What follows belongs to an exercise in optimizing a design on an open flow for small area, a short achievable clock period and few clock cycles; a production flow would make more cautious choices.
Only simulation tests tie the RTL to the original design; equivalence was not proved.

[design.v]
module lzc64(input [63:0] x, output [6:0] z);
    wire [31:0] v1, p1;
    wire [15:0] v2; wire [31:0] p2;
    wire [7:0]  v3; wire [23:0] p3;
    wire [3:0]  v4; wire [15:0] p4;
    wire [1:0]  v5; wire [9:0]  p5;
    wire v6; wire [5:0] p6;
    genvar j;
    generate
        for (j = 0; j < 32; j = j + 1) begin : l1
            assign v1[j] = x[2*j+1] | x[2*j];
            assign p1[j] = ~x[2*j+1];
        end
        for (j = 0; j < 16; j = j + 1) begin : l2
            assign v2[j] = v1[2*j+1] | v1[2*j];
            assign p2[2*j+1:2*j] = v1[2*j+1] ? {1'b0, p1[2*j+1]} : {1'b1, p1[2*j]};
        end
        for (j = 0; j < 8; j = j + 1) begin : l3
            assign v3[j] = v2[2*j+1] | v2[2*j];
            assign p3[3*j+2:3*j] = v2[2*j+1] ? {1'b0, p2[4*j+3:4*j+2]} : {1'b1, p2[4*j+1:4*j]};
        end
        for (j = 0; j < 4; j = j + 1) begin : l4
            assign v4[j] = v3[2*j+1] | v3[2*j];
            assign p4[4*j+3:4*j] = v3[2*j+1] ? {1'b0, p3[6*j+5:6*j+3]} : {1'b1, p3[6*j+2:6*j]};
        end
        for (j = 0; j < 2; j = j + 1) begin : l5
            assign v5[j] = v4[2*j+1] | v4[2*j];
            assign p5[5*j+4:5*j] = v4[2*j+1] ? {1'b0, p4[8*j+7:8*j+4]} : {1'b1, p4[8*j+3:8*j]};
        end
    endgenerate
    assign v6 = v5[1] | v5[0];
    assign p6 = v5[1] ? {1'b0, p5[9:5]} : {1'b1, p5[4:0]};
    assign z = v6 ? {1'b0, p6} : 7'd64;
endmodule
module ks64(input [63:0] a, input [63:0] b, input cin, output [63:0] s, output cout);
    wire [64:0] g0 = {a & b, cin};
    wire [64:0] p0 = {a ^ b, 1'b0};
    wire [64:0] g [0:7];
    wire [64:0] p [0:7];
    assign g[0] = g0; assign p[0] = p0;
    genvar l, i;
    generate
        for (l = 0; l < 7; l = l + 1) begin : lv
            for (i = 0; i < 65; i = i + 1) begin : bt
                if ((i >> l) & 1) begin : m
                    assign g[l+1][i] = g[l][i] | p[l][i] & g[l][((i >> l) << l) - 1];
                    assign p[l+1][i] = p[l][i] & p[l][((i >> l) << l) - 1];
                end else begin : n
                    assign g[l+1][i] = g[l][i];
                    assign p[l+1][i] = p[l][i];
                end
            end
        end
    endgenerate
    assign s = p0[64:1] ^ g[7][63:0];
    wire [63:0] tg0 = a & b, tp0 = a ^ b;
    wire [31:0] tg1, tp1; wire [15:0] tg2, tp2; wire [7:0] tg3, tp3;
    wire [3:0] tg4, tp4; wire [1:0] tg5, tp5; wire tg6, tp6;
    generate
        for (i = 0; i < 32; i = i + 1) begin : c1
            assign tg1[i] = tg0[2*i+1] | tp0[2*i+1] & tg0[2*i];
            assign tp1[i] = tp0[2*i+1] & tp0[2*i];
        end
        for (i = 0; i < 16; i = i + 1) begin : c2
            assign tg2[i] = tg1[2*i+1] | tp1[2*i+1] & tg1[2*i];
            assign tp2[i] = tp1[2*i+1] & tp1[2*i];
        end
        for (i = 0; i < 8; i = i + 1) begin : c3
            assign tg3[i] = tg2[2*i+1] | tp2[2*i+1] & tg2[2*i];
            assign tp3[i] = tp2[2*i+1] & tp2[2*i];
        end
        for (i = 0; i < 4; i = i + 1) begin : c4
            assign tg4[i] = tg3[2*i+1] | tp3[2*i+1] & tg3[2*i];
            assign tp4[i] = tp3[2*i+1] & tp3[2*i];
        end
        for (i = 0; i < 2; i = i + 1) begin : c5
            assign tg5[i] = tg4[2*i+1] | tp4[2*i+1] & tg4[2*i];
            assign tp5[i] = tp4[2*i+1] & tp4[2*i];
        end
    endgenerate
    assign tg6 = tg5[1] | tp5[1] & tg5[0];
    assign tp6 = tp5[1] & tp5[0];
    assign cout = tg6 | tp6 & cin;
endmodule
module ysyx_040066_Div(
    input clk,rst,
    input [63:0] src1_in,
    input [63:0] src2_in,
    input is_w,
    input [1:0] ALUctr_in,
    input in_valid,
    output reg in_ready,
    output reg out_valid,
    output [63:0] result
);
    wire div_signed = ~ALUctr_in[0];
    wire [63:0] src1 = {is_w ? {32{src1_in[31] & div_signed}} : src1_in[63:32], src1_in[31:0]};
    wire [63:0] src2 = {is_w ? {32{src2_in[31] & div_signed}} : src2_in[63:32], src2_in[31:0]};
    wire sx = src1[63] & div_signed;
    wire sy = src2[63] & div_signed;
    reg [63:0] Ain;     
    reg [63:0] Bin;     
    reg xs_i, ys_i, al_i;
    reg iv;             
    reg sv;             
    reg [5:0] cnt_i;    
    wire [63:0] a_x = src1 ^ {64{sx}};
    wire [63:0] b_x = src2 ^ {64{sy}};
    wire [6:0] za_w, zb_w;
    lzc64 u_lza(.x(a_x), .z(za_w));
    lzc64 u_lzb(.x(b_x), .z(zb_w));
    reg [6:0] za, zb;
    wire [7:0] s_diff = {1'b0, zb} - {1'b0, za} + {7'b0, xs_i};
    wire b_zero = zb[6] & ~ys_i;          
    reg st_iter, st_post, first;
    reg [63:0] R;       
    reg [63:0] Q;       
    reg [63:0] D;       
    reg [63:0] OUT;     
    reg [5:0] count;
    reg xs, ys, aluctr, neg_f;
    wire last = st_iter & (count[5:1] == 5'd0);
    wire single = last & ~count[0];
    wire handoff = iv & sv & (~st_iter | last);
    wire accept = in_ready & in_valid;
    wire [63:0] a_abs = Ain + {63'b0, xs_i};
    wire [63:0] d_sh = ~((Bin << cnt_i) | ({64{ys_i}} >> (7'd64 - {1'b0, cnt_i})));
    wire [63:0] Dh = {1'b1, D[63:1]};
    wire [63:0] t1, t2, t3;
    wire c1, c2, c3o;
    ks64 u_add1(.a(R), .b(D), .cin(~ys), .s(t1), .cout(c1));
    ks64 u_add2(.a(R), .b(Dh), .cin(~ys), .s(t2), .cout(c2));
    wire [63:0] cs_s = R ^ D ^ Dh;
    wire [64:0] cs_c = {(R & D) | (R & Dh) | (D & Dh), ~ys};
    ks64 u_add3(.a(cs_s), .b(cs_c[63:0]), .cin(~ys), .s(t3), .cout(c3o));
    wire c3 = cs_c[64] & c3o;
    wire q1 = c1;
    wire q0 = c1 ? c3 : c2;
    wire q0e = q0 & ~single;
    wire sel3 = q1 & q0e, sel1 = q1 & ~q0e, sel2 = ~q1 & q0e, selr = ~q1 & ~q0e;
    wire [63:0] r_next = ({64{sel3}} & t3) | ({64{sel1}} & t1) | ({64{sel2}} & t2) | ({64{selr}} & R);
    wire lastA = last & aluctr;
    wire [63:0] q_base = first ? 64'b0 : Q;
    wire [63:0] q_next = single ? {q_base[62:0], c1} : {q_base[61:0], q1, q0};
    wire do_neg = aluctr ? xs : (xs ^ ys);
    wire [63:0] res = (Q ^ {64{neg_f}}) + {63'b0, neg_f};
    wire iv_n = accept | (iv & ~handoff);
    wire sv_n = iv & ~handoff;
    wire st_iter_n = (st_iter & ~last) | handoff;
    wire [5:0] count_n = handoff ? cnt_i : count - 6'd2;
    wire last_n = st_iter_n & (count_n[5:1] == 5'd0);
    always @(posedge clk) begin
        if (rst) begin
            iv <= 1'b0; sv <= 1'b0;
            st_iter <= 1'b0; st_post <= 1'b0;
            in_ready <= 1'b1;
            out_valid <= 1'b0;
        end else begin
            iv <= iv_n; sv <= sv_n;
            st_iter <= st_iter_n; st_post <= last;
            in_ready <= ~iv_n | (sv_n & (~st_iter_n | last_n));
            out_valid <= st_post;
        end
    end
    always @(posedge clk) begin
        if (accept) begin
            Ain <= a_x;
            Bin <= b_x;
            za <= za_w;
            zb <= zb_w;
            xs_i <= sx;
            ys_i <= sy;
            al_i <= ALUctr_in[1];
        end
        if (iv & ~sv) cnt_i <= (s_diff[7] & ~b_zero) ? 6'd0 : (b_zero | s_diff[6]) ? 6'd63 : s_diff[5:0];
        if (handoff) begin
            xs <= xs_i;
            ys <= ys_i;
            aluctr <= al_i;
        end
        if (last) neg_f <= do_neg;
    end
    always @(posedge clk) begin
        R <= ({64{handoff}} & a_abs) | ({64{~handoff & sel3}} & t3) | ({64{~handoff & sel1}} & t1) |
             ({64{~handoff & sel2}} & t2) | ({64{~handoff & selr}} & R);
        D <= handoff ? d_sh : {2'b11, D[63:2]};
        count <= count_n;
        first <= handoff;
        Q <= ({64{~lastA}} & q_next) | ({64{lastA & sel3}} & t3) | ({64{lastA & sel1}} & t1) |
             ({64{lastA & sel2}} & t2) | ({64{lastA & selr}} & R);
        OUT <= res;
    end
    assign result = OUT;
endmodule
[run.sh]
#!/bin/bash
# synth_recipe.tcl (not shown) runs the flow's synth.tcl, then flattens the netlist and writes it again
# the make line also repeats each setting of config.mk as NAME=value (left out here)
make -C /OpenROAD-flow-scripts/flow DESIGN_CONFIG=/design/flow/config.mk WORK_HOME=/design/flow/orfs CLKGATE_MAP_FILE= SYNTH_SCRIPT=/design/flow/synth_recipe.tcl finish
[config.mk]
export PLATFORM = sky130hd
export DESIGN_NAME = ysyx_040066_Div
export DESIGN_NICKNAME = ysyx_040066_Div
export VERILOG_FILES = /design/flow/design.v
export SDC_FILE = /design/flow/constraint.sdc
export NUM_CORES = 4
export LEC_CHECK = 0
export CAP_MARGIN = 20
export CORE_MARGIN = 2
export CORE_UTILIZATION = 45
export SETUP_SLACK_MARGIN = 4
export SLEW_MARGIN = 20
[constraint.sdc]
create_clock -name core_clock -period 7.5 [get_ports {clk}]
set_input_delay 1.5000 -clock core_clock [delete_from_list [all_inputs] [get_ports {clk}]]
set_output_delay 1.5000 -clock core_clock [all_outputs]
set_load 0.01 [all_outputs]
==> impl_metrics.toml, run 1 <==
[timing]
setup_viol = 0
slew_viol_final = 0
hold_ws_ns = 0.4379
worst_slew_pin_slew_ns = 1.022
setup_ws_ns = 3.588
slew_headroom_pct = 31.86
hold_violations = 0
fin_skew_ns = 0.04238
min_period_ns = 3.912
finalCritPeriodShare_pct = 52.17
tns_ns = 0
fmax_ghz = 0.2556
rsz0062_at_grt = "yes"

[detailed_routing]
drt_iter0_drc = 4150
ant_nets = 0
viasPerCell = 6.284
dr.pass1.iters = 9
vias = 37370
routedWlPerCell_um = 25.87
drc = 0
wl_um = 153900

[layout]
final_core_util_pct = 57.86
postLayoutCellArea_sq_um = 48420
area_growth_syn_to_layout_pct = 27.43
stdcell_count = 5947
final.fill_count = 7437
nets = 5196
drive_gt1_share_pct = 21.85

[placement]
dp_slack_ns = 2.011
portBuffers = 199
placed_area_sq_um = 40890
gp_congestion = 1.050
dp.cells = 5605
post-dp-hpwl_um = 110000

[global_route]
grt_max_degree = 94
track_usage_pct = 34.00
antenna_found_initial = 7
overflow = 0
grt_pass1_vias = 34740
grt_pass1_wl_um = 223400

[clock_network]
hold_buffers = 0
clk_latency_ns = 0.64
clock-sinks = 424
numCtsBuffers = 49
clock_path_buffers = 3
root_buffer = "clkbuf_16"
cts_tree = "yes"
cts.reportedPaths.clkPinSlew_ns = 0.06
ctsHtreeMaxLevel = 2

[floorplanning]
rows = 106
io_pins = 200
dieArea_sq_um = 86780
dieWidth_um = 294.6
start_util_pct = 45.41
core_sq_um = 83690
die_h_um = 294.6

[outcome]
outcome = "no timing/DRC/antenna violations"

[synth]
synth_cell_type_count = 126
ys_ff_latch = 424
syn-num-nets = 4892
yosys_warnings = 2
synth_edf_count = 156
synthFlopType = "dfxtp_1"
syn_avg_cell_area_sq_um = 8.512
synth.cell_area_sq_um = 38000
seq_area_frac_synth_pct = 26.45
syn-instance-count = 4464
async_flop_share_pct = 0

[setup_path]
worstRegToRegCells = 15
critPathCaptureType = "flop"
path_class = "reg -> reg"
critPathArrivalTime_ns = 4.40
cp.required_ns = 7.99
crit_fanout = 6
start_kind = "flop"

[worst_hold_path]
hold-path-cell-count = 0
hold_path.class = "reg -> reg"

[job]
drv_cap = 0
==> final timing paths <==
path / from / end / slack, ns
setup reg to reg: R[18] / R[62] / 3.59
hold / removal: al_i / aluctr / 0.44
setup / recovery: R[18] / R[62] / 3.59
hold reg to reg: al_i / aluctr / 0.44
==> timing repair <==
item,4_1_cts,5_1_grt
pin swaps,140,175
endpoints found under the setup margin,198,180
setup buffers,153,67
resized for setup,582,256
cloned,19,7
==> kinds of logic (layout without fill, tap and decap cells) <==
group                    after synthesis  in the layout  share of synthesized area (%)
AND/OR/NAND/NOR                     1439           1451                          18.26
multiplexers                         197            197                          6.819
AO/OA/AOI/OAI                       1292           1292                          22.65
XOR/XNOR                             443            443                          10.21
flip-flops                           424            424                          26.45
adder cells (fa/ha/maj)              294            294                          11.28
buffers and inverters                375            708                          4.323
other                                  0              4                              0
==> routing by layer <==
metal / global-route usage, % / routed length [um] / vias up
li1: - / - / 17150
met1: 45.55 / 63000 / 17830
met2: 52.63 / 66390 / 1941
met3: 6.704 / 15480 / 449
met4: 15.94 / 8997 / 2
met5: 0 / 13 / -
==> flip-flops by register name (all words and copies together), names as in the netlist, 7 cells and up <==
| signal | count |
|---|---|
| Ain | 64 |
| Bin | 64 |
| D | 64 |
| OUT | 64 |
| Q | 64 |
| R | 64 |
| za | 7 |
| zb | 7 |
==> worst max-delay path, stage by stage, from the launching register on <==
cell	delay (ns)
dfxtp_1	0.46
fa_1	0.48
ha_1	0.40
nand2_1	0.07
o21ai_1	0.27
a21oi_2	0.12
o211ai_1	0.53
o211ai_1	0.21
buf_4	0.19
a21boi_4	0.17
buf_6	0.15
buf_6	0.10
a41oi_2	0.12
xnor2_2	0.21
a22oi_1	0.20
o211ai_1	0.11
==> cells in the mapped netlist (all sizes together) (30+ instances only) <==
| library cell | number | area [sq um] |
|---|---|---|
| nand2 | 543 | 2048 |
| nor2 | 357 | 1355 |
| a21oi | 351 | 1757 |
| xnor2 | 320 | 2803 |
| o21ai | 280 | 1405 |
| dfxtp | 268 | 5365 |
| ha | 213 | 2665 |
| edfxtp | 156 | 4684 |
| inv | 138 | 518.0 |
| clkbuf | 137 | 576.8 |
| xor2 | 123 | 1077 |
| mux2i | 108 | 1094 |
| nand3 | 107 | 560.5 |
| buf | 97 | 530.5 |
| fa | 81 | 1622 |
| nor3 | 73 | 396.6 |
| o211ai | 64 | 480.5 |
| a221oi | 62 | 555.5 |
| a21o | 58 | 435.4 |
| and3 | 52 | 325.3 |
| a211oi | 45 | 365.4 |
| mux2 | 45 | 506.7 |
| nand4 | 45 | 281.5 |
| nor2b | 45 | 281.5 |
| a31oi | 44 | 305.3 |
| mux4 | 44 | 991.0 |
| o221ai | 42 | 367.9 |
| o22ai | 37 | 237.7 |
| nand2b | 36 | 232.7 |
| o21a | 30 | 226.5 |
==> cell usage in the layout, fill, tap and decap left out, types with 59 or more instances in the layout <==
master and count:
a21oi_1 321, dfxtp_1 147, clkdlybuf4s50_1 191, inv_1 129
edfxtp_1 156, fa_1 76, nor2_1 331, buf_4 168
dfxtp_2 63, o21ai_0 197, xnor2_1 292, nand2_1 519
nor3_1 59, xor2_1 117, ha_1 149, nand3_1 93
o211ai_1 64, mux2i_1 96
==> final cells by class <==
| type | instances | area (sq um) | area share, % |
|---|---|---|---|
| antenna | 4 | 10.01 | 0.02067 |
| clock buffer | 66 | 1416 | 2.925 |
| clock inverter | 26 | 277.8 | 0.5737 |
| inverter | 140 | 544.3 | 1.124 |
| multi-input combinational | 3677 | 29350 | 60.62 |
| sequential | 424 | 10350 | 21.37 |
| tap | 1134 | 1419 | 2.930 |
| timing repair buffer | 476 | 5054 | 10.44 |
Testbench counts, summed over its fixed seeds: cycles 19,182.
==> run 2, diff against run 1 <==
--- a/config.mk
+++ b/config.mk
@@ -5,6 +5,7 @@
 export SDC_FILE = /design/flow/constraint.sdc
 export NUM_CORES = 4
 export LEC_CHECK = 0
+export ABC_AREA = 1
 export CAP_MARGIN = 20
 export CORE_MARGIN = 2
 export CORE_UTILIZATION = 45
==> run 2 against run 1 <==
Still clean on timing, DRC and antenna. Synthesized cell count up 52%. Setup slack improved by 0.44 ns. Via count up 26%. Utilization fell by 4.9 points. Critical path depth grew 2. Synthesized area up 13%. Die area up 13%. First-iteration DRC count up 32%.
==> impl_metrics.toml, run 2 <==
[synth]
synth_top_area_share_pct = 14.97
synth_area_leaders = "nand2_1 (15%), dfxtp_1 (12%), edfxtp_1 (11%)"
synth_edf_count = 156
yosys_warnings = 2
syn_avg_cell_area_sq_um = 6.330
synthFlopType = "dfxtp_1"
yosys-top-cells-count = "nand2_1 (1718), nor2_1 (808), inv_1 (743), nand3_1 (673), o21ai_0 (517)"
synth.cell_area_sq_um = 43070
synth_cell_type_count = 65
seq_area_frac_synth_pct = 23.34
syn-instance-count = 6803
synth.largest_area_cell = "nand2_1"
ys_ff_latch = 424
syn-num-nets = 7231
async_flop_share_pct = 0
post-synth-top-count-cell = "nand2_1"

[worst_hold_path]
hold_path.startpoint = "st_post"
hold_path.class = "reg -> reg"
hold-path-cell-count = 2
min_to = "out_valid"

[setup_path]
worstRegToRegCells = 17
start_kind = "flop"
path_class = "reg -> reg"
timing.critical_path.mode_cell = "nand2_1"
ff2ff_setup_slack_ns = 4.03
crit_fanout = 20
cp_slowest_cell = "ha_1"
crit_chain = "ha_1, nand2_1, a21oi_1, o21ai_0, nand2_1, a21oi_1, nand2_1, nor2_2, nand2_1, inv_2, nor2_4, buf_4, nor2_4, buf_4, buf_12, nand4_1, nand3_1"
reg2reg_to = "R[35]"
critPathCaptureType = "flop"
rr_startpoint = "D[60]"
critPathArrivalTime_ns = 4.06
cp.required_ns = 8.09
cpPeakStageDelay_ns = 0.44

[clock_network]
clock_path_buffers = 3
cts_tree = "yes"
clock-sinks = 424
cts.reportedPaths.clkPinSlew_ns = 0.07
ctsHtreeMaxLevel = 2
numCtsBuffers = 53
root_buffer = "clkbuf_16"
clk_latency_ns = 0.66

[global_route]
grt_max_degree = 90
antenna_found_initial = 5
track_usage_pct = 34.02
overflow = 0
grt_pass1_vias = 42740
grt_pass1_wl_um = 257900

[layout]
multiInputGateArea_sq_um = 30110
final_cell_mix = "nand2_1 (1680), nor2_1 (769), inv_1 (727)"
nets = 7365
regArea_sq_um = 10290
stdcell_count = 8247
drive_gt1_share_pct = 9.084
final.fill_count = 9698
area_growth_syn_to_layout_pct = 16.68
final_common_cell = "nand2_1"

[detailed_routing]
dr.pass1.iters = 9
ant_nets = 0
wl_um = 174500
drc = 0
vias = 46980
viasPerCell = 5.696
routedWlPerCell_um = 21.16
drt_iter0_drc = 5463

[timing]
rsz0062_at_grt = "yes"
tns_ns = 0
min_period_ns = 3.468
hold_ws_ns = 0.4748
setup_ws_ns = 4.032
setup_viol = 0
worst_slew_pin_slew_ns = 1.128
slew_headroom_pct = 24.01
fin_skew_ns = 0.02521
slew_viol_final = 0
fmax_ghz = 0.2884
hold_violations = 0
finalCritPeriodShare_pct = 46.24

[job]
drv_cap = 0

[floorplanning]
core_sq_um = 94870
rows = 113
dieArea_sq_um = 98190
start_util_pct = 45.40
dieWidth_um = 313.4
die_h_um = 313.4
io_pins = 200

[placement]
post-dp-hpwl_um = 133900
dp.cells = 8046
gp_congestion = 1.009
dp_slack_ns = 1.835
portBuffers = 199

[outcome]
outcome = "no timing/DRC/antenna violations"
run 2: layer usage:
metal	wire length [um]	up-vias	global-route usage, %
met1	74590	21720	46.93
met2	75600	2176	52.82
met3	16620	317	6.340
met4	7701	2	12.74
met5	16	-	0
li1	-	22760	-
run 2: critical path, delay by kind of cell, from the launching register on:
kind	cells	cell delay (ns)
and+or+nand+nor	9	1.35
buffers and inverters	4	0.75
AOI/OAI and AO/OA	3	0.45
adders and majority gates	1	0.44
DFF	1	0.41
run 2: timing repair:
| item | 4_1_cts | 5_1_grt |
|---|---|---|
| setup buffers | 26 | 54 |
| pin swaps | 20 | 50 |
| cloned | 13 | 8 |
| resized for setup | 220 | 253 |
| hold buffers | 0 | 0 |
| setup endpoints to repair | 278 | 186 |
run 2: logic make-up after synthesis:
kind of cell / Yosys count / share of synthesized area, %
mux: 43 / 0.9994
buf+inv: 1031 / 9.526
compound gates: 1032 / 13.03
simple gates: 3644 / 36.29
fa+ha+maj: 294 / 9.954
xor+xnor: 335 / 6.865
flops: 424 / 23.34
run 2: worst max path at each step:
| stage | cells after the start | start | endpoint | slack [ns] |
|---|---|---|---|---|
| 3_3_place_gp | 17 | ALUctr_in[0] | za[1] | 1.92 |
| 2_1_floorplan | 2 | in_valid | Ain[0] | 3.43 |
| 4_1_cts | 15 | src1_in[31] | za[1] | 3.99 |
| 3_5_place_dp | 17 | ALUctr_in[0] | za[1] | 1.83 |
| 5_1_grt | 16 | D[32] | Q[49] | 3.92 |
| 6_report | 17 | D[60] | R[35] | 4.03 |
run 2: final cells by class:
| class | count | area share, % |
|---|---|---|
| diodes | 3 | 0.01494 |
| clock buffers | 59 | 2.704 |
| clock inverters | 38 | 0.8192 |
| inverters | 760 | 5.774 |
| multi-input cells | 5358 | 59.91 |
| flip-flops and latches | 424 | 20.48 |
| well taps | 1265 | 3.150 |
| repair buffers | 339 | 7.131 |
| repair inverters | 1 | 0.01743 |
run 2: per-stage QoR:
step                area (sq um)  utilization, %
global route               50240           52.96
finish                     50250           52.97
global placement           45870           48.35
floorplan                  43100               -
detailed placement         45870           48.35
CTS                        48730           51.37
==> run 3, diff against run 2 <==
--- a/config.mk
+++ b/config.mk
@@ -9,5 +9,6 @@
 export CAP_MARGIN = 20
 export CORE_MARGIN = 2
 export CORE_UTILIZATION = 45
+export PLACE_DENSITY = 0.72
 export SETUP_SLACK_MARGIN = 4
 export SLEW_MARGIN = 20
==> run 3 against run 2 <==
Still clean. Global-route usage fell by 1.3 points. Hold slack improved by 0.016 ns. Via count rose by 1.4%. Non-clock buffer count rose by 30. Count of clock-buffer cells in the layout fell by 4. Sequential cell count did not move. Synthesized cell count did not move. Critical path type unchanged.
==> impl_metrics.toml, run 3 <==
[detailed_routing]
dr.pass1.iters = 9
drt_iter0_drc = 6303
vias = 47630
routedWlPerCell_um = 20.40
ant_nets = 0
drc = 0
wl_um = 168600
viasPerCell = 5.761

[timing]
tns_ns = 0
min_period_ns = 3.489
setup_viol = 0
worst_slew_pin_slew_ns = 1.217
hold_violations = 0
slew_headroom_pct = 18.56
finalCritPeriodShare_pct = 46.52
rsz0062_at_grt = "yes"
fin_skew_ns = 0.05162
slew_viol_final = 0
hold_ws_ns = 0.4904
fmax_ghz = 0.2866

[floorplanning]
core_sq_um = 94870
dieArea_sq_um = 98190
rows = 113
io_pins = 200
die_h_um = 313.4
start_util_pct = 45.40
dieWidth_um = 313.4

[setup_path]
crit_chain = "fa_1, ha_1, nand2_1, nand2_1, nand2_1, nand2_1, nand2_1, nand3_4, a21oi_4, nand4_1, nand4_1, buf_4, buf_12, nor2_1, nor2_1, nand3_1"
timing.critical_path.mode_cell = "nand2_1"
crit_fanout = 18
critPathCaptureType = "flop"
path_class = "reg -> reg"
cp.depth = 16
crit_family = "simple AND/OR/NAND/NOR gates"
cp_slowest_cell = "dfxtp_2"
cp_num_buf_inv = 2
cpPeakStageDelay_ns = 0.48
start_kind = "flop"
cp.required_ns = 8.01
critPathArrivalTime_ns = 4.00
worstRegToRegCells = 16

[global_route]
grt_max_degree = 122
antenna_found_initial = 11
grt_pass1_wl_um = 252200
overflow = 0
grt_pass1_vias = 43490
track_usage_pct = 32.69

[job]
drv_cap = 0

[synth]
synth_cell_type_count = 65
synth_area_leaders = "nand2_1 (15%), dfxtp_1 (12%), edfxtp_1 (11%)"
async_flop_share_pct = 0
synth_edf_count = 156
seq_area_frac_synth_pct = 23.34
synth_top_area_share_pct = 14.97
post-synth-top-count-cell = "nand2_1"
synth.largest_area_cell = "nand2_1"
syn_avg_cell_area_sq_um = 6.330
yosys-top-cells-count = "nand2_1 (1718), nor2_1 (808), inv_1 (743), nand3_1 (673), o21ai_0 (517)"
yosys_warnings = 2
ys_ff_latch = 424
synth.cell_area_sq_um = 43070
synthFlopType = "dfxtp_1"
syn-num-nets = 7231
syn-instance-count = 6803

[layout]
final_common_cell = "nand2_1"
final.fill_count = 9366
drive_gt1_share_pct = 9.612
final_core_util_pct = 53.55
final_cell_mix = "nand2_1 (1683), nor2_1 (758), inv_1 (731)"
area_growth_syn_to_layout_pct = 17.96
nets = 7389
antennaDiodeCount = 0

[placement]
gp_congestion = 1.007
post-dp-hpwl_um = 126900
portBuffers = 199

[clock_network]
clock-sinks = 424
clk_latency_ns = 0.66
numCtsBuffers = 49
root_buffer = "clkbuf_16"
cts.reportedPaths.clkPinSlew_ns = 0.07
clock_path_buffers = 3
ctsHtreeMaxLevel = 2
cts_tree = "yes"
hold_buffers = 0

[worst_hold_path]
hold_path.class = "reg -> reg"
hold-path-cell-count = 2

[outcome]
outcome = "no timing/DRC/antenna violations"
run 3: changes by cell type in the layout (fill, tap and decap cells not counted), sizes merged:
cell,previous run,this run
nand3,684,683
clkdlybuf4s15,2,0
dlygate4sd2,0,2
inv,757,758
clkdlybuf4s50,195,194
clkbuf,67,64
clkinvlp,9,10
buf,132,159
dlymetal6s2s,1,2
clkinv,28,19
bufinv,5,10
diode,3,0
bufbuf,1,3
run 3: worst paths after layout:
path / start / end / slack (ns)
max: D[57] / R[58] / 4.01
min reg2reg: st_post / out_valid / 0.49
max reg2reg: D[57] / R[58] / 4.01
min: st_post / out_valid / 0.49
run 3: final cells by class:
class | count | area, sq um | share of cell area (%)
clock buffer | 55 | 1279 | 2.517
clock inverter | 37 | 528.0 | 1.039
inverter | 760 | 2915 | 5.738
multi-input combinational | 5357 | 30310 | 59.67
sequential | 424 | 10240 | 20.16
tap | 1265 | 1583 | 3.116
timing repair buffer | 369 | 3944 | 7.763
run 3: logic make-up after synthesis:
group	after synthesis	synth area share, %
simple gates	3644	36.29
mux	43	0.9994
xor+xnor	335	6.865
flops	424	23.34
fa+ha+maj	294	9.954
buf+inv	1031	9.526
compound gates	1032	13.03
run 3: layer usage:
metal	up-vias	GRT usage, %	part of all wire [%]
met1	21840	44.93	42
met4	12	12.51	4.3
met2	2612	50.30	43
met3	401	6.821	11
met5	-	0	0.082
li1	22770	-	-
run 3: repair_timing:
| item | 4_1_cts | 5_1_grt |
|---|---|---|
| pin swaps | 19 | 55 |
| setup endpoints to repair | 264 | 195 |
| resized for setup | 229 | 273 |
| endpoints found under the hold margin | 0 | 0 |
| gates cloned | 15 | 9 |
| buffers inserted | 47 | 65 |
run 3: per-stage QoR:
stage	std cells	cell area (sq um)	setup WS, ns
after floorplan	6803	43100	3.429
after global placement	8039	45820	2.062
after detailed placement	8039	45820	2.020
after CTS	8193	49050	3.967
after global routing	8267	50800	3.925
final	8267	50800	4.011
run 3: worst reg2reg max path, delay by kind of cell (launching register included):
family / cells / cell delay [ns]
buf+inv: 2 / 0.46
flops: 1 / 0.48
simple gates: 11 / 1.37
compound gates: 1 / 0.25
fa+ha+maj: 2 / 0.79
==> run 4, diff against run 3 <==
--- a/design.v
+++ b/design.v
@@ -124,7 +124,7 @@
     wire handoff = iv & sv & (~st_iter | last);
     wire accept = in_ready & in_valid;
     wire [63:0] a_abs = Ain + {63'b0, xs_i};
-    wire [63:0] d_sh = ~((Bin << cnt_i) | ({64{ys_i}} >> (7'd64 - {1'b0, cnt_i})));
+    wire [63:0] d_sh = (Bin << cnt_i) ^ {64{~ys_i}};
     wire [63:0] Dh = {1'b1, D[63:1]};
     wire [63:0] t1, t2, t3;
     wire c1, c2, c3o;
@@ -165,7 +165,7 @@
     always @(posedge clk) begin
         if (accept) begin
             Ain <= a_x;
-            Bin <= b_x;
+            Bin <= src2;
             za <= za_w;
             zb <= zb_w;
             xs_i <= sx;
--- a/config.mk
+++ b/config.mk
@@ -9,6 +9,5 @@
 export CAP_MARGIN = 20
 export CORE_MARGIN = 2
 export CORE_UTILIZATION = 45
-export PLACE_DENSITY = 0.72
 export SETUP_SLACK_MARGIN = 4
 export SLEW_MARGIN = 20
==> run 4 against run 3 <==
Still clean. Sequential share of layout area up 0.30 points. Die area up 0.98%. Setup slack worse by 0.048 ns. Sequential cell count unchanged. Via count down 1.7%. Routed wire length up 3.4%. Register-to-register slack worse by 0.05 ns. Clock skew up 0.0039 ns. Critical endpoint is now Q[56]. Largest cell class unchanged. Highest routed layer unchanged.
==> impl_metrics.toml, run 4 <==
[layout]
final_cell_mix = "nand2_1 (2097), nor2_1 (782), nand3_1 (759)"
drive_gt1_share_pct = 7.838
final_common_cell = "nand2_1"
antennaDiodeCount = 0
postLayoutCellArea_sq_um = 50110
area_growth_syn_to_layout_pct = 15.22
stdcell_count = 8421
final_core_util_pct = 52.05
nets = 7528

[detailed_routing]
ant_nets = 0
dr.pass1.iters = 6
wl_um = 174400
drt_iter0_drc = 4872
vias = 46800
viasPerCell = 5.558
routedWlPerCell_um = 20.71
drc = 0

[placement]
portBuffers = 199
dp_slack_ns = 2.360
post-dp-hpwl_um = 136500
gp_congestion = 1.004
placed_area_sq_um = 46260
dp.cells = 8257

[floorplanning]
dieArea_sq_um = 99150
io_pins = 200
core_sq_um = 96280
rows = 114
dieWidth_um = 314.9
start_util_pct = 45.17
die_h_um = 314.9

[synth]
synth_top_area_share_pct = 18.31
synth_cell_type_count = 69
async_flop_share_pct = 0
synth.largest_area_cell = "nand2_1"
synth_area_leaders = "nand2_1 (18%), dfxtp_1 (12%), edfxtp_1 (11%)"
synth.cell_area_sq_um = 43490
post-synth-top-count-cell = "nand2_1"
yosys_warnings = 2
seq_area_frac_synth_pct = 23.11
yosys-top-cells-count = "nand2_1 (2121), nor2_1 (808), nand3_1 (762), inv_1 (707), o21ai_0 (433)"
syn_avg_cell_area_sq_um = 6.219
ys_ff_latch = 424
synthFlopType = "dfxtp_1"
synth_edf_count = 156
syn-num-nets = 7420
syn-instance-count = 6993

[global_route]
track_usage_pct = 34.23
grt_max_degree = 146
grt_pass1_vias = 42500
grt_pass1_wl_um = 259100
overflow = 0
antenna_found_initial = 6

[clock_network]
cts_tree = "yes"
root_buffer = "clkbuf_16"
cts.reportedPaths.clkPinSlew_ns = 0.06
numCtsBuffers = 53
clk_latency_ns = 0.70
clock_path_buffers = 3
clock-sinks = 424
ctsHtreeMaxLevel = 2

[timing]
min_period_ns = 3.537
setup_viol = 0
hold_violations = 0
hold_ws_ns = 0.4199
rsz0062_at_grt = "yes"
worst_slew_pin_slew_ns = 1.285
fin_skew_ns = 0.05549
slew_viol_final = 0
slew_headroom_pct = 13.43
tns_ns = 0
setup_ws_ns = 3.963
finalCritPeriodShare_pct = 47.16
fmax_ghz = 0.2827

[setup_path]
critPathCaptureType = "flop"
start_kind = "flop"
critPathArrivalTime_ns = 4.15
path_class = "reg -> reg"
ff2ff_setup_slack_ns = 3.96
crit_fanout = 29
cp.required_ns = 8.11

[job]
drv_cap = 0

[outcome]
outcome = "no timing/DRC/antenna violations"

[worst_hold_path]
hold_path.class = "reg -> reg"
run 4: cell types whose count changed in the layout (fill, tap and decap cells not counted), moves of 22 or more:
cell      delta
nand2_1    +414
nor2_1      +24
nand3_1    +105
xnor2_1     -45
nand4_1    -128
o21ai_0     -78
nand3b_1    +42
buf_4       -56
mux2i_1     -36
a21oi_1     -27
or2_2       -30
inv_1       -31
dfxtp_2     +22
run 4: per-layer routing:
metal / GRT usage [%] / routed length (um) / vias up
met4: 12.24 / 7378 / 10
li1: - / - / 23000
met5: 0 / 83 / -
met3: 5.953 / 15130 / 292
met2: 52.69 / 74580 / 1994
met1: 47.97 / 77210 / 21500
run 4: what timing repair did:
action,CTS,global route
gates resized for setup,160,197
pin swaps,16,25
hold endpoints to repair,0,0
cloned,13,8
setup endpoints to repair,178,158
hold buffers,0,0
buffers inserted,29,15
run 4: worst max-delay path, stage by stage (launching register included):
cell,delay [ns]
dfxtp_2,0.47
ha_1,0.33
nand2_1,0.14
nor2_1,0.06
nand3_1,0.18
inv_1,0.08
nand2_1,0.13
nor2_2,0.09
nand2_1,0.07
nand3_1,0.07
nor2_1,0.31
nand3_2,0.27
nor2_4,0.19
buf_12,0.14
nand2_1,0.06
buf_6,0.22
inv_4,0.31
nand2_1,0.14
nand3_1,0.17
run 4: layout make-up:
| class | instances | area (sq um) |
|---|---|---|
| Fill cell | 10040 | 46170 |
| Tap cell | 1276 | 1597 |
| Inverter | 733 | 2794 |
| Clock inverter | 35 | 526.8 |
| Timing Repair Buffer | 299 | 3278 |
| Multi-Input combinational cell | 5590 | 30270 |
| Sequential cell | 424 | 10250 |
| Clock buffer | 64 | 1398 |
run 4: final timing paths:
check	to	from	depth (start not counted)
worst min register to register	out_valid	st_post	2
worst max register to register	Q[56]	D[10]	18
worst max-delay path	Q[56]	D[10]	18
worst min-delay path	out_valid	st_post	2
run 4: cells by family after synthesis:
logic type,after synthesis,share of synthesized area [%]
AND/OR/NAND/NOR,4034,39.34
flip-flops,424,23.11
AO/OA/AOI/OAI,939,11.86
multiplexers,9,0.2100
adder cells (fa/ha/maj),293,9.827
buffers and inverters,990,9.220
XOR/XNOR,304,6.433
Testbench counts of run 4, summed over its fixed seeds: cycles 19,182.

[static timing again, ports no longer ideal]
The flow's constraints put no driver on any port. The routed layouts listed below were extracted and timed again, unchanged, in two steps.
Step 1, drivers: a clkbuf_16 drives clk and a buf_2 each remaining input, both assumed.
Step 2 adds t to the input delays and takes it off the output delays; t is the mean of the earliest and latest rising clock arrival at the registers after step 1. Input paths then give back, and output paths get back, about the clock's delay inside the block.
Slacks: ideal / step 1 / step 2; pairs: ideal / step 1.
| run | t (ns) | slack for setup (ns) | worst setup path at the end |
|---|---|---|---|
| run 1 | 0.693 | 3.588 / 3.588 / 3.396 | input to register |
| run 2 | 0.719 | 4.032 / 4.032 / 3.431 | input to register |
| run 3 | 0.708 | 4.011 / 4.011 / 3.421 | input to register |
| run 4 | 0.746 | 3.963 / 3.963 / 3.413 | input to register |
After both steps every run listed still meets setup and hold. For run 2, which loses most, drivers alone change the setup slack by 0.000 ns; drivers and shift together by -0.601 ns.
